Source: an optimization exercise on an open RTL-to-GDS flow (aim: small area and a short achievable clock period). Production flows keep margins and buffers that such runs may drop.
Power figures rest on the tool's default switching activity, not on a simulated workload.

==> run R: inputs <==
// ALU_TOP
module ALU_TOP (
  input  wire [15:0] A,
  input  wire [15:0] B,
  input  wire [3:0]  ALU_FUNC,
  input  wire        CLK,
  input  wire        RST,
  output wire [31:0] Arith_OUT,
  output wire        Arith_Flag,
  output wire [15:0] Logic_OUT,
  output wire        Logic_Flag,
  output wire [16:0] Shift_OUT,
  output wire        Shift_Flag,
  output wire [1:0]  CMP_OUT,
  output wire        CMP_Flag
);
==> module ARITHMETIC_UNIT, before the edit <==
module ARITHMETIC_UNIT (
  input  wire [15:0] A,
  input  wire [15:0] B,
  input  wire [1:0]  ALU_FUNC,
  input  wire        CLK,
  input  wire        RST,
  input  wire        Arith_enable,
  output reg  [31:0] Arith_OUT,
  output reg         Arith_Flag
);
wire        sub = ALU_FUNC[0];
wire [16:0] sum = {A[15], A} + ({B[15], B} ^ {17{sub}}) + {16'b0, sub};
wire [31:0] prod;
MUL16 u_mul (.A(A), .B(B), .P(prod));
wire        sa = A[15];
wire        sb = B[15];
wire [15:0] ua = sa ? -A : A;
wire [15:0] bx = sb ? B : ~B;
wire        ci = ~sb;
wire [15:0] uq;
wire [16*16-1:0] rem;    
genvar k;
generate
  for (k = 15; k >= 0; k = k - 1) begin : row
    localparam W = 16 - k;
    wire [W-1:0] p;
    if (k == 15) begin : first
      assign p = ua[15];
    end else begin : next
      assign p = {rem[16*(k+1) +: W-1], ua[k]};
    end
    wire [W:0] s = {1'b0, p} + {1'b0, bx[W-1:0]} + {{W{1'b0}}, ci};
    wire hi;
    if (k == 0) begin : nohi
      assign hi = 1'b1;
    end else begin : yeshi
      assign hi = &bx[15:W];
    end
    assign uq[k] = s[W] & hi;
    assign rem[16*k +: W] = uq[k] ? s[W-1:0] : p;
    if (W < 16) begin : pad
      assign rem[16*k+W +: 16-W] = {16-W{1'b0}};
    end
  end
endgenerate
wire [16:0] q  = (sa ^ sb) ? -{1'b0, uq} : {1'b0, uq};
wire        bz = (B == 16'b0);
reg  [31:0] r;
always @(*)
  case (ALU_FUNC)
    2'b00, 2'b01: r = {{15{sum[16]}}, sum};
    2'b10:        r = prod;
    2'b11:        r = bz ? 32'b0 : {{15{q[16]}}, q};
  endcase
always @(posedge CLK or negedge RST)
  if (!RST) begin
    Arith_OUT  <= 32'b0;
    Arith_Flag <= 1'b0;
  end else begin
    Arith_OUT  <= Arith_enable ? r : 32'b0;
    Arith_Flag <= Arith_enable;
  end
endmodule
Settings: LEC_CHECK=0, ABC_AREA=1, CAP_MARGIN=20, CORE_MARGIN=2, CORE_UTILIZATION=60, PLACE_DENSITY=0.7, SLEW_MARGIN=20; clock period 90.0 ns.
standard.sh (not shown) runs the stock make flow with config.mk's settings and CLKGATE_MAP_FILE= SYNTH_SCRIPT=/design/flow/synth_recipe.tcl, a recipe that flattens the netlist after the stock synthesis.
==> flow/flow/run.sh <==
#!/bin/bash
# Standard layout, with the timing repair asked to leave extra setup slack.
set -euo pipefail
bash standard.sh SETUP_SLACK_MARGIN=44 finish > flow_standard.log 2>&1
==> run D: changes against run R <==
--- a/flow/design.v
+++ b/flow/design.v
@@ -19,36 +19,6 @@
 wire [31:0] prod;
 MUL16 u_mul (.A(A), .B(B), .P(prod));
-wire        sa = A[15];
-wire        sb = B[15];
-wire [15:0] ua = sa ? -A : A;
-wire [15:0] bx = sb ? B : ~B;
-wire        ci = ~sb;
-wire [15:0] uq;
-wire [16*16-1:0] rem;    
-genvar k;
-generate
-  for (k = 15; k >= 0; k = k - 1) begin : row
-    localparam W = 16 - k;
-    wire [W-1:0] p;
-    if (k == 15) begin : first
-      assign p = ua[15];
-    end else begin : next
-      assign p = {rem[16*(k+1) +: W-1], ua[k]};
-    end
-    wire [W:0] s = {1'b0, p} + {1'b0, bx[W-1:0]} + {{W{1'b0}}, ci};
-    wire hi;
-    if (k == 0) begin : nohi
-      assign hi = 1'b1;
-    end else begin : yeshi
-      assign hi = &bx[15:W];
-    end
-    assign uq[k] = s[W] & hi;
-    assign rem[16*k +: W] = uq[k] ? s[W-1:0] : p;
-    if (W < 16) begin : pad
-      assign rem[16*k+W +: 16-W] = {16-W{1'b0}};
-    end
-  end
-endgenerate
-wire [16:0] q  = (sa ^ sb) ? -{1'b0, uq} : {1'b0, uq};
+wire [16:0] q;
+DIV16 u_div (.A(A), .B(B), .Q(q));
 wire        bz = (B == 16'b0);
 reg  [31:0] r;
@@ -467,4 +437,42 @@
 end endgenerate
 endmodule
+module DIV16 (
+  input  wire [15:0] A,
+  input  wire [15:0] B,
+  output wire [16:0] Q
+);
+wire        sa = A[15];
+wire        sb = B[15];
+wire [15:0] ua = sa ? -A : A;
+wire [15:0] bx = sb ? B : ~B;
+wire        ci = ~sb;
+wire [15:0] uq;
+wire [16*16-1:0] rem;    
+genvar k;
+generate
+  for (k = 15; k >= 0; k = k - 1) begin : row
+    localparam W = 16 - k;
+    wire [W-1:0] p;
+    if (k == 15) begin : first
+      assign p = ua[15];
+    end else begin : next
+      assign p = {rem[16*(k+1) +: W-1], ua[k]};
+    end
+    wire [W:0] s = {1'b0, p} + {1'b0, bx[W-1:0]} + {{W{1'b0}}, ci};
+    wire hi;
+    if (k == 0) begin : nohi
+      assign hi = 1'b1;
+    end else begin : yeshi
+      assign hi = &bx[15:W];
+    end
+    assign uq[k] = s[W] & hi;
+    assign rem[16*k +: W] = uq[k] ? s[W-1:0] : p;
+    if (W < 16) begin : pad
+      assign rem[16*k+W +: 16-W] = {16-W{1'b0}};
+    end
+  end
+endgenerate
+assign Q = (sa ^ sb) ? -{1'b0, uq} : {1'b0, uq};
+endmodule
 module LOGIC_UNIT (
   input  wire [15:0] A,
==> flow/flow/run.sh (replaced) <==
#!/bin/bash
# Standard layout, with the timing repair asked to leave extra setup slack.
set -euo pipefail
bash standard.sh SETUP_SLACK_MARGIN=48 finish > flow_standard.log 2>&1
==> comparison table <==
quantity	run D	run R
Status	no timing/DRC/antenna violations	no timing/DRC/antenna violations
Number of setup buffers added after CTS	205	33
Setup slack after layout	44420 ps	45680 ps
Critical path data required time	90210 ps	90200 ps
Critical path peak fanout	11	17
Crit path buf inv count	36	23
Maximum vdd drop	0.0867 mV	0.0930 mV
Origin of the worst setup path	B[10]	B[15]
Portion of the post-synthesis area used by sequential elements	10.2%	10.1%
Post-Route Hold Slack	17470 ps	17780 ps
DIE AREA	0.0305 mm^2	0.0308 mm^2
Net switching share of the total power	53.1%	54.1%
Seq/total area	7.60%	8.59%
Share of the clock period used by the worst path	50.6%	49.2%
Post-route minimum period	45580 ps	44320 ps
Adder-cell area share of the yosys netlist	29.6%	29.3%
Number of fill cells	1784	2429
Routed length on met2	33500 um	26300 um
Number of distinct standard cells referenced by the synthesized netlist	62	67
Share of post-route cells with drive strength above 1	28.1%	16.3%
Share of the synthesized area in compound gates (AO/OA/AOI/OAI)	19.6%	18.8%
No run of this note included a check of the RTL's function; only the layout flow was run.


==> job 8410 <==
Another version of the RTL of ALU_TOP (not shown whole).
make LEC_CHECK=0 ABC_AREA=1 CAP_MARGIN=20 CORE_MARGIN=2 CORE_UTILIZATION=60 PLACE_DENSITY=0.7 SLEW_MARGIN=20 finish   # period 90.0 ns
run.sh (not shown) runs the stock make flow with config.mk's settings and CLKGATE_MAP_FILE= SYNTH_SCRIPT=/design/flow/synth_recipe.tcl, a recipe that flattens the netlist after the stock synthesis.
Stock flow here: none of the scripts above is used.
==> job 5819 (differences from job 8410) <==
Settings changed: CORE_UTILIZATION 60 to 40, PLACE_DENSITY 0.7 to default.
==> job 4791 (differences from job 8410) <==
Settings changed: CORE_UTILIZATION 60 to 75, PLACE_DENSITY 0.7 to 0.85.
==> comparison table <==
Cell at the slowest stage of the critical path: job 4791 sky130_fd_sc_hd__a211oi_1; job 5819 sky130_fd_sc_hd__o41ai_4; job 8410 sky130_fd_sc_hd__o41ai_4
Final hold slack: job 4791 17800 ps; job 5819 17800 ps; job 8410 17770 ps
First-pass GRT wire length: job 4791 101 mm; job 5819 101 mm; job 8410 95.3 mm
HPWL after detailed placement: job 4791 46.8 mm; job 5819 48.1 mm; job 8410 44.9 mm
Initial Util: job 4791 76.3%; job 5819 40.4%; job 8410 60.9%
Length of routed met2 wiring: job 4791 29.0 mm; job 5819 30.2 mm; job 8410 28.3 mm
Net switching fraction of the power: job 4791 52.7%; job 5819 52.8%; job 8410 51.7%
Share of power burned in the clock network: job 4791 8.3%; job 5819 8.6%; job 8410 8.8%
Average wire length per cell after detail routing: job 4791 21.7 um; job 5819 19.5 um; job 8410 19.6 um
Internal power summed over all cells: job 4791 0.215 mW; job 5819 0.221 mW; job 8410 0.213 mW
Number of standard cells in the layout, taps in and fillers out: job 4791 2977; job 5819 3266; job 8410 3049
Power dissipated in sequential cells: job 4791 0.0381 mW; job 5819 0.0381 mW; job 8410 0.0377 mW
Clock Buffer Count: job 4791 9; job 5819 10; job 8410 9
Number of well taps: job 4791 330; job 5819 615; job 8410 402
Slew @ Worst Pin: job 4791 1010 ps; job 5819 1030 ps; job 8410 1130 ps
Maximum clock frequency: job 4791 19.2 MHz; job 5819 19.2 MHz; job 8410 19.2 MHz
Result of the run: job 4791 no timing/DRC/antenna violations; job 5819 no timing/DRC/antenna violations; job 8410 no timing/DRC/antenna violations
Number of diodes: job 4791 1; job 5819 0; job 8410 0
Iteration-0 DRC count of the detailed router: job 4791 2280; job 5819 1361; job 8410 1470
DR vias/cell: job 4791 6.32; job 5819 5.31; job 8410 5.70
Clock Pin Slew Worst Setup and Hold Paths: job 4791 60 ps; job 5819 60 ps; job 8410 70 ps
Die Area: job 4791 26900 um^2; job 5819 49800 um^2; job 8410 33500 um^2
No run of this note included a check of the RTL's function; only the layout flow was run.


==> build 69 <==
ALU_TOP with an RTL version that a note above also has.
clock: 90.0 ns
lec_check: 0
abc_area: 1
cap_margin: 20
core_margin: 2
core_utilization: 60
place_density: 0.7
slew_margin: 20
==> build 97: changes against build 69 <==
--- a/flow/design.v
+++ b/flow/design.v
@@ -20,34 +20,4 @@
 MUL16 u_mul (.A(A), .B(B), .P(prod));
-wire        sa = A[15];
-wire        sb = B[15];
-wire [15:0] ua = sa ? -A : A;
-wire [15:0] bx = sb ? B : ~B;
-wire        ci = ~sb;
-wire [15:0] uq;
-wire [16*16-1:0] rem;    
-genvar k;
-generate
-  for (k = 15; k >= 0; k = k - 1) begin : row
-    localparam W = 16 - k;
-    wire [W-1:0] p;
-    if (k == 15) begin : first
-      assign p = ua[15];
-    end else begin : next
-      assign p = {rem[16*(k+1) +: W-1], ua[k]};
-    end
-    wire [W:0] s = {1'b0, p} + {1'b0, bx[W-1:0]} + {{W{1'b0}}, ci};
-    wire hi;
-    if (k == 0) begin : nohi
-      assign hi = 1'b1;
-    end else begin : yeshi
-      assign hi = &bx[15:W];
-    end
-    assign uq[k] = s[W] & hi;
-    assign rem[16*k +: W] = uq[k] ? s[W-1:0] : p;
-    if (W < 16) begin : pad
-      assign rem[16*k+W +: 16-W] = {16-W{1'b0}};
-    end
-  end
-endgenerate
-wire [16:0] q  = (sa ^ sb) ? -{1'b0, uq} : {1'b0, uq};
+wire [16:0] q;
+DIV16 u_div (.A(A), .B(B), .Q(q));
 wire        bz = (B == 16'b0);
@@ -468,2 +438,40 @@
 endmodule
+module DIV16 (
+  input  wire [15:0] A,
+  input  wire [15:0] B,
+  output wire [16:0] Q
+);
+wire        sa = A[15];
+wire        sb = B[15];
+wire [15:0] ua = sa ? -A : A;
+wire [15:0] bx = sb ? B : ~B;
+wire        ci = ~sb;
+wire [15:0] uq;
+wire [16*16-1:0] rem;    
+genvar k;
+generate
+  for (k = 15; k >= 0; k = k - 1) begin : row
+    localparam W = 16 - k;
+    wire [W-1:0] p;
+    if (k == 15) begin : first
+      assign p = ua[15];
+    end else begin : next
+      assign p = {rem[16*(k+1) +: W-1], ua[k]};
+    end
+    wire [W:0] s = {1'b0, p} + {1'b0, bx[W-1:0]} + {{W{1'b0}}, ci};
+    wire hi;
+    if (k == 0) begin : nohi
+      assign hi = 1'b1;
+    end else begin : yeshi
+      assign hi = &bx[15:W];
+    end
+    assign uq[k] = s[W] & hi;
+    assign rem[16*k +: W] = uq[k] ? s[W-1:0] : p;
+    if (W < 16) begin : pad
+      assign rem[16*k+W +: 16-W] = {16-W{1'b0}};
+    end
+  end
+endgenerate
+assign Q = (sa ^ sb) ? -{1'b0, uq} : {1'b0, uq};
+endmodule
 module LOGIC_UNIT (
==> flow/flow/run.sh (new file) <==
#!/bin/bash
# Standard layout without the full/half-adder extraction step of synthesis,
# with the timing repair asked to leave extra setup slack.
set -euo pipefail
bash standard.sh ADDER_MAP_FILE= SETUP_SLACK_MARGIN=52 finish > flow_standard.log 2>&1
==> flow/standard.sh (new file) <==
#!/bin/bash
# synth_recipe.tcl (not shown) runs the flow's synth.tcl, then flattens the netlist and writes it again
# the make line also repeats each setting of config.mk as NAME=value (left out here)
make -C /OpenROAD-flow-scripts/flow DESIGN_CONFIG=/design/flow/config.mk WORK_HOME=/design/flow/orfs CLKGATE_MAP_FILE= SYNTH_SCRIPT=/design/flow/synth_recipe.tcl "${@:-finish}"
removed: flow/run.sh
==> key figures <==
Outcome
  • Outcome: finished clean

Finish
  • Clock-cell share: 0.0151
  • Commonest cells after routing, fill and taps aside: nand2_1 (358), inv_1 (277), xor2_1 (220), ha_1 (211), a21oi_1 (157)
  • Repair and plain buffers: 146

Setup path
  • WP data required: 90.24 ns
  • Critical Path Sink: U0_ARITHMETIC_UNIT.Arith_OUT[12]
  • Crit path DAT: 51.44 ns

Routing
  • Routed WL per cell: 20.4 µm
  • Vias/cell: 6.08

Power
  • Clk pwr: 36.4 µW
  • Total power: 473 µW
  • Flop pwr share: 0.080

Yosys
  • Post-Synth Adder-Cell Area: 0.293
  • Cell Area, Synth: 17600 µm²
  • Syn_nets: 2715
  • Post-synthesis sequential area ratio: 0.101

Global routing
  • Vias in the first global route: 16500

STA
  • Fin crit period: 51.20 ns
-- figures above: build 69

==> key figures <==
Power
  • Total power: 480 µW
  • Flop pwr share: 0.076

Routing
  • Routed WL per cell: 17.4 µm
  • Vias/cell: 5.65

Finish
  • Clock-cell share: 0.0129
  • Commonest cells after routing, fill and taps aside: nand2_1 (1354), inv_1 (456), nand3_1 (390), nor2_1 (300), xor2_1 (254)
  • Repair and plain buffers: 163

STA
  • Fin crit period: 36.12 ns

Outcome
  • Outcome: finished clean

Yosys
  • Post-synthesis sequential area ratio: 0.0784
-- figures above: build 97

Function was not checked in any run of this note: the RTL went through the layout flow alone.

-- static timing again, ports no longer ideal --
In the flow no input, the clock included, has a driving cell. The finished layouts below were timed again as built, in two steps.
Step 1 (the two cells are an assumption about what drives the block):
set clk [get_ports {CLK}]
set_driving_cell -lib_cell sky130_fd_sc_hd__clkbuf_16 $clk
set_driving_cell -lib_cell sky130_fd_sc_hd__buf_2 [delete_from_list [all_inputs] $clk]
Step 2 moves the port delays by t, midway between the first and last clock arrival at a register: inputs arrive t later, outputs are due t later. That takes back most of the time a late clock gives input paths.
Slacks: no drivers / after step 1 / after step 2; pairs: no drivers / after step 1.
| run | shift t [ns] | setup WS [ns] | worst data-port slew with drivers (ns) | cell pins on the clock port's net |
|---|---|---|---|---|
| run R | 0.393 | 45.676 / 45.700 / 45.307 | 0.05 | 1 |
| run D | 0.395 | 44.418 / 44.435 / 44.041 | 0.10 | 1 |
| job 8410 | 0.396 | 37.908 / 37.922 / 37.526 | 0.04 | 1 |
| job 5819 | 0.420 | 37.909 / 37.932 / 37.512 | 0.04 | 1 |
| job 4791 | 0.403 | 38.048 / 38.061 / 37.658 | 0.04 | 1 |
| build 69 | 0.390 | 38.796 / 38.810 / 38.421 | 0.05 | 1 |
| build 97 | 0.408 | 53.880 / 53.905 / 53.497 | 0.08 | 1 |
After both steps setup and hold are still met in every run listed. The setup slack of job 5819, which loses most, moves by +0.023 ns with the drivers and by -0.397 ns with both steps.
